Context: an optimization exercise on an open-source flow, tuned for small area, a short achievable clock period and few clock cycles per item. The choices shown serve that exercise and are no tape-out recipe.
RTL that was checked went through simulation tests only; none was proved equivalent to the original.

==> run C: inputs <==
==> flow/design.v (excerpt) <==
module fpu (
    input wire clk,
    input wire rst,
    input wire [31:0] fpscr,
    input wire in_valid,
    input wire [15:0] in_raw,
    input wire [3:0] in_fop,
    input wire [31:0] in_frl,
    input wire [31:0] in_frh,
    input wire [31:0] in_fr0,
    output reg out_valid,
    output reg out_t,
    output reg out_t_wen,
    output reg [31:0] out_fpul,
    output reg out_fpul_wen,
    output reg out_wen,
    output reg [3:0] out_wdst,
    output reg out_wbank,
    output reg [31:0] out_wdata
);
clock: 25.0 ns
lec_check: 0
abc_area: 1
cap_margin: 20
core_margin: 2
core_utilization: 40
place_density: 0.6
slew_margin: 20
run.sh (not shown) runs the stock make flow with config.mk's settings and CLKGATE_MAP_FILE= SYNTH_SCRIPT=/design/flow/synth_recipe.tcl, a recipe that flattens the netlist after the stock synthesis.
==> inputs of run Y, as changes to run C <==
--- a/flow/design.v
+++ b/flow/design.v
@@ -3714,69 +3714,67 @@
     assign hi[22] = p0[44] ^ pg1788;
     assign hi[23] = p0[45] ^ pg1790;
     assign hi[24] = p0[46] ^ pg1792;
     assign hi[25] = p0[47] ^ pg1794;
 endmodule
 `timescale 1ns / 1ps
 `default_nettype none
 module fpu_fadd (
-    input wire [25:0] xh,       
-    input wire xs,              
-    input wire [9:0] me,        
+    input wire [24:0] af,       
+    input wire [9:0] ae,        
     input wire ms,
     input wire mz,
     input wire mi,
     input wire mn,
     input wire cs,
     input wire [8:0] ce,
     input wire [22:0] cf,
     input wire cz,
     input wire ci,
     input wire cn,
-    input wire neg0,            
-    input wire neg1,            
-    input wire ez0,             
-    input wire ez1,
-    input wire [4:0] sh0,       
-    input wire [4:0] sh1,
+    input wire neg,             
+    input wire ez,              
+    input wire [4:0] sh,        
     output wire [31:0] result
 );
-    wire x47 = xh[25];
-    wire [24:0] af = x47 ? {xh[24:1], xh[0] | xs} : {xh[23:0], xs};
-    wire [9:0] ae = me + {9'd0, x47};
     wire [9:0] be = {ce[8], ce};
-    wire neg = x47 ? neg1 : neg0;
-    wire ez = x47 ? ez1 : ez0;
-    wire [4:0] sh = x47 ? sh1 : sh0;
     wire [25:0] a_ext = {1'b1, af};
     wire [25:0] b_ext = {1'b1, cf, 2'b00};
-    wire flt, feq_unused;
-    fpu_lt #(.W(25)) cmp (.a(af), .b({cf, 2'b00}), .lt(flt), .eq(feq_unused));
-    wire swap = neg | (ez & flt);
     wire [25:0] shd;
     fpu_rsh rsh (.data(neg ? a_ext : b_ext), .shamt(sh), .shifted(shd));
-    wire [25:0] aa = swap ? b_ext : a_ext;
-    wire [25:0] bb = (ez & flt) ? a_ext : shd;
+    wire [25:0] aa = neg ? b_ext : a_ext;
     wire same = (ms == cs);
-    wire [26:0] sum;
-    wire cout_unused;
-    fpu_padd #(.W(27)) add (
+    wire [26:0] sum1;
+    wire co1_unused;
+    fpu_padd #(.W(27)) add1 (
         .a({1'b0, aa}),
-        .b(same ? {1'b0, bb} : {1'b1, ~bb}),
+        .b(same ? {1'b0, shd} : {1'b1, ~shd}),
         .cin(!same),
-        .s(sum),
-        .cout(cout_unused)
+        .s(sum1),
+        .cout(co1_unused)
     );
+    wire [26:0] sum2;
+    wire co2_unused;
+    fpu_padd #(.W(27)) add2 (
+        .a({1'b0, b_ext}),
+        .b({1'b1, ~a_ext}),
+        .cin(1'b1),
+        .s(sum2),
+        .cout(co2_unused)
+    );
+    wire flip = ez & !same & sum1[26];
+    wire swap = neg | flip;
+    wire [26:0] sum = flip ? sum2 : sum1;
     wire [25:0] trunc = {sum[26:2], sum[1] | sum[0]};
     wire [4:0] cnt;
     wire normzero;
     fpu_clz clz (.data(trunc), .count(cnt), .zero(normzero));
     wire [25:0] norm = trunc << cnt;
-    wire [9:0] base = swap ? be : ae;
+    wire [9:0] base = neg ? be : ae;
     wire signed [12:0] tg = $signed({3'b0, base}) + 13'sd1 - $signed({8'b0, cnt});
     wire ovf_g = tg > 13'sd128;
     wire [7:0] exp_g = base[7:0] + 8'd128 - {3'd0, cnt};
     wire ovf_b = be > 10'd128;
     wire ovf_a = ae > 10'd128;
     wire [7:0] exp_b = be[7:0] + 8'd127;
     wire [7:0] exp_a = ae[7:0] + 8'd127;
     wire sign = mz ? cs : cz ? ms : normzero ? 1'b0 : swap ? cs : ms;
@@ -3961,56 +3959,55 @@
     wire c_n = (c_e == 8'hff) && !c_fz;
     wire [8:0] c_e9 = {1'b0, c_e} - 9'd127;
     wire signed [10:0] d0 = $signed({p_e[9], p_e}) - $signed({{2{c_e9[8]}}, c_e9});
     wire signed [10:0] d1 = d0 + 11'sd1;
     wire [10:0] ad0 = d0[10] ? -d0 : d0;
     wire [10:0] ad1 = d1[10] ? -d1 : d1;
     wire [4:0] s0 = (ad0 > 11'd31) ? 5'd31 : ad0[4:0];
     wire [4:0] s1 = (ad1 > 11'd31) ? 5'd31 : ad1[4:0];
+    wire x47 = p_hi[25];
+    wire [24:0] p_f = x47 ? {p_hi[24:1], p_hi[0] | p_st} : {p_hi[23:0], p_st};
+    wire [9:0] p_e1 = p_e + 10'd1;
+    wire [9:0] p_en = x47 ? p_e1 : p_e;
     reg r_valid;
     reg [4:0] r_tag;
-    reg [25:0] r_xh;
-    reg r_xs;
-    reg [9:0] r_me;
+    reg [24:0] r_af;
+    reg [9:0] r_ae;
     reg r_ms, r_mz, r_mi, r_mn;
     reg r_cs;
     reg [8:0] r_ce;
     reg [22:0] r_cf;
     reg r_cz, r_ci, r_cn;
-    reg r_neg0, r_neg1, r_ez0, r_ez1;
-    reg [4:0] r_sh0, r_sh1;
+    reg r_neg, r_ez;
+    reg [4:0] r_sh;
     always @(posedge clk) begin
         r_valid <= arith && !rst;
         r_tag <= {fpscr[21], in_raw[11:8]};
-        r_xh <= p_hi;
-        r_xs <= p_st;
-        r_me <= p_e;
+        r_af <= p_f;
+        r_ae <= p_en;
         r_ms <= p_s;
         r_mz <= p_z;
         r_mi <= p_i;
         r_mn <= p_n;
         r_cs <= c_s;
         r_ce <= c_e9;
         r_cf <= c_f;
         r_cz <= c_z;
         r_ci <= c_i;
         r_cn <= c_n;
-        r_neg0 <= d0[10];
-        r_neg1 <= d1[10];
-        r_ez0 <= (d0 == 11'sd0);
-        r_ez1 <= (d1 == 11'sd0);
-        r_sh0 <= s0;
-        r_sh1 <= s1;
+        r_neg <= x47 ? d1[10] : d0[10];
+        r_ez <= x47 ? (d1 == 11'sd0) : (d0 == 11'sd0);
+        r_sh <= x47 ? s1 : s0;
     end
     wire [31:0] result;
     fpu_fadd fadd (
-        .xh(r_xh), .xs(r_xs), .me(r_me), .ms(r_ms), .mz(r_mz), .mi(r_mi), .mn(r_mn),
+        .af(r_af), .ae(r_ae), .ms(r_ms), .mz(r_mz), .mi(r_mi), .mn(r_mn),
         .cs(r_cs), .ce(r_ce), .cf(r_cf), .cz(r_cz), .ci(r_ci), .cn(r_cn),
-        .neg0(r_neg0), .neg1(r_neg1), .ez0(r_ez0), .ez1(r_ez1), .sh0(r_sh0), .sh1(r_sh1),
+        .neg(r_neg), .ez(r_ez), .sh(r_sh),
         .result(result)
     );
     always @(*) begin
         out_valid = r_valid;
         out_wdst = r_tag[3:0];
         out_wbank = r_tag[4];
         out_wdata = result;
     end
==> flow/flow/run.sh (new file) <==
#!/bin/bash
set -euo pipefail
bash standard.sh SETUP_SLACK_MARGIN=12 finish > standard_flow.log 2>&1
==> flow/standard.sh (new file) <==
#!/bin/bash
# synth_recipe.tcl (not shown) runs the flow's synth.tcl, then flattens the netlist and writes it again
# the make line also repeats each setting of config.mk as NAME=value (left out here)
make -C /OpenROAD-flow-scripts/flow DESIGN_CONFIG=/design/flow/config.mk WORK_HOME=/design/flow/orfs CLKGATE_MAP_FILE= SYNTH_SCRIPT=/design/flow/synth_recipe.tcl "${@:-finish}"
removed: flow/run.sh
==> inputs of run X, as changes to run C <==
==> flow/config.mk (replaced) <==
export PLATFORM = sky130hd
export DESIGN_NAME = fpu
export DESIGN_NICKNAME = fpu
export VERILOG_FILES = /design/flow/design.v
export SDC_FILE = /design/flow/constraint.sdc
export NUM_CORES = 4
export LEC_CHECK = 0
export ABC_AREA = 1
export CAP_MARGIN = 20
export CORE_MARGIN = 2
export CORE_UTILIZATION = 65
export PLACE_DENSITY = 0.75
export SLEW_MARGIN = 20
==> comparison table <==
| quantity | run X | run C | run Y |
|---|---|---|---|
| Commonest non-fill, non-tap cell in the layout | sky130_fd_sc_hd__nand2_1 | sky130_fd_sc_hd__nand2_1 | sky130_fd_sc_hd__inv_1 |
| Vias in the first global route | 29,850 | 29,300 | 29,720 |
| Layout Cell Area excl Fill | 0.03311 mm^2 | 0.03364 mm^2 | 0.03656 mm^2 |
| DR iter-0 viols | 3,055 | 2,374 | 2,615 |
| Type of the worst setup path | register to output pin | register to output pin | input port to output pin |
| Fraction of area in clock buffers and inverters | 0.8919% | 0.8777% | 0.8146% |
| Result of the run | timing/DRC/antenna clean | timing/DRC/antenna clean | timing/DRC/antenna clean |
| Global-route track usage on met2 | 71.58% | 47.30% | 48.07% |
| Die outline area | 0.04929 mm^2 | 0.07947 mm^2 | 0.07978 mm^2 |
| Pin count of the biggest net entering global routing | 49 | 49 | 41 |
| Worst path buffer plus inverter count | 10 | 11 | 3 |
| Final routed wire length divided by cell count | 20.86 um | 20.12 um | 20.32 um |
| Maximum frequency from static timing analysis | 59.40 MHz | 61.41 MHz | 77.71 MHz |
| Antenna violations before repair | 2 | 6 | 0 |
| Min cycle time layout | 16.84 ns | 16.28 ns | 12.87 ns |
| Number of nets in the layout | 5,360 | 5,360 | 5,544 |
| Top Metal Used | met5 | met5 | met4 |
| Fraction of area in multi-input gates | 74.38% | 73.21% | 70.85% |
| Buffers excl. clock | 209 | 209 | 365 |
| Fraction of post-synthesis cell area in the top cell type by area | 31.95% | 31.95% | 32.01% |
Testbench counts of run Y, summed over its fixed seeds: cycles 2,056, ops 2,048.
The RTL of run C and run X was laid out without a check of its function.

## port drivers added, routing unchanged
In the flow no input, the clock included, has a driving cell. The finished layouts below were timed again as built, in two steps.
Step 1, drivers: a clkbuf_16 drives clk and a buf_2 each remaining input, both assumed.
Step 2, shift: input delay + t, output delay - t, t = (earliest + latest rising clock arrival at the registers) / 2. This alone moves slack from input paths to output paths.
Three values: no drivers, after step 1, after step 2; two values: the first two.
run	t, ns	setup slack, ns	worst setup path after step 2	latest minus earliest clock arrival (ns)	cell pins on the clock port's net
run C	0.411	8.716 / 8.670 / 9.081	register to output	0.020 / 0.020	1
run Y	0.422	12.132 / 12.080 / 12.025	input to register	0.018 / 0.018	1
run X	0.415	8.164 / 8.113 / 8.528	register to output	0.015 / 0.015	1
After both steps setup and hold are still met in every run listed. The setup slack of run Y, which loses most, moves by -0.052 ns with the drivers and by -0.107 ns with both steps.
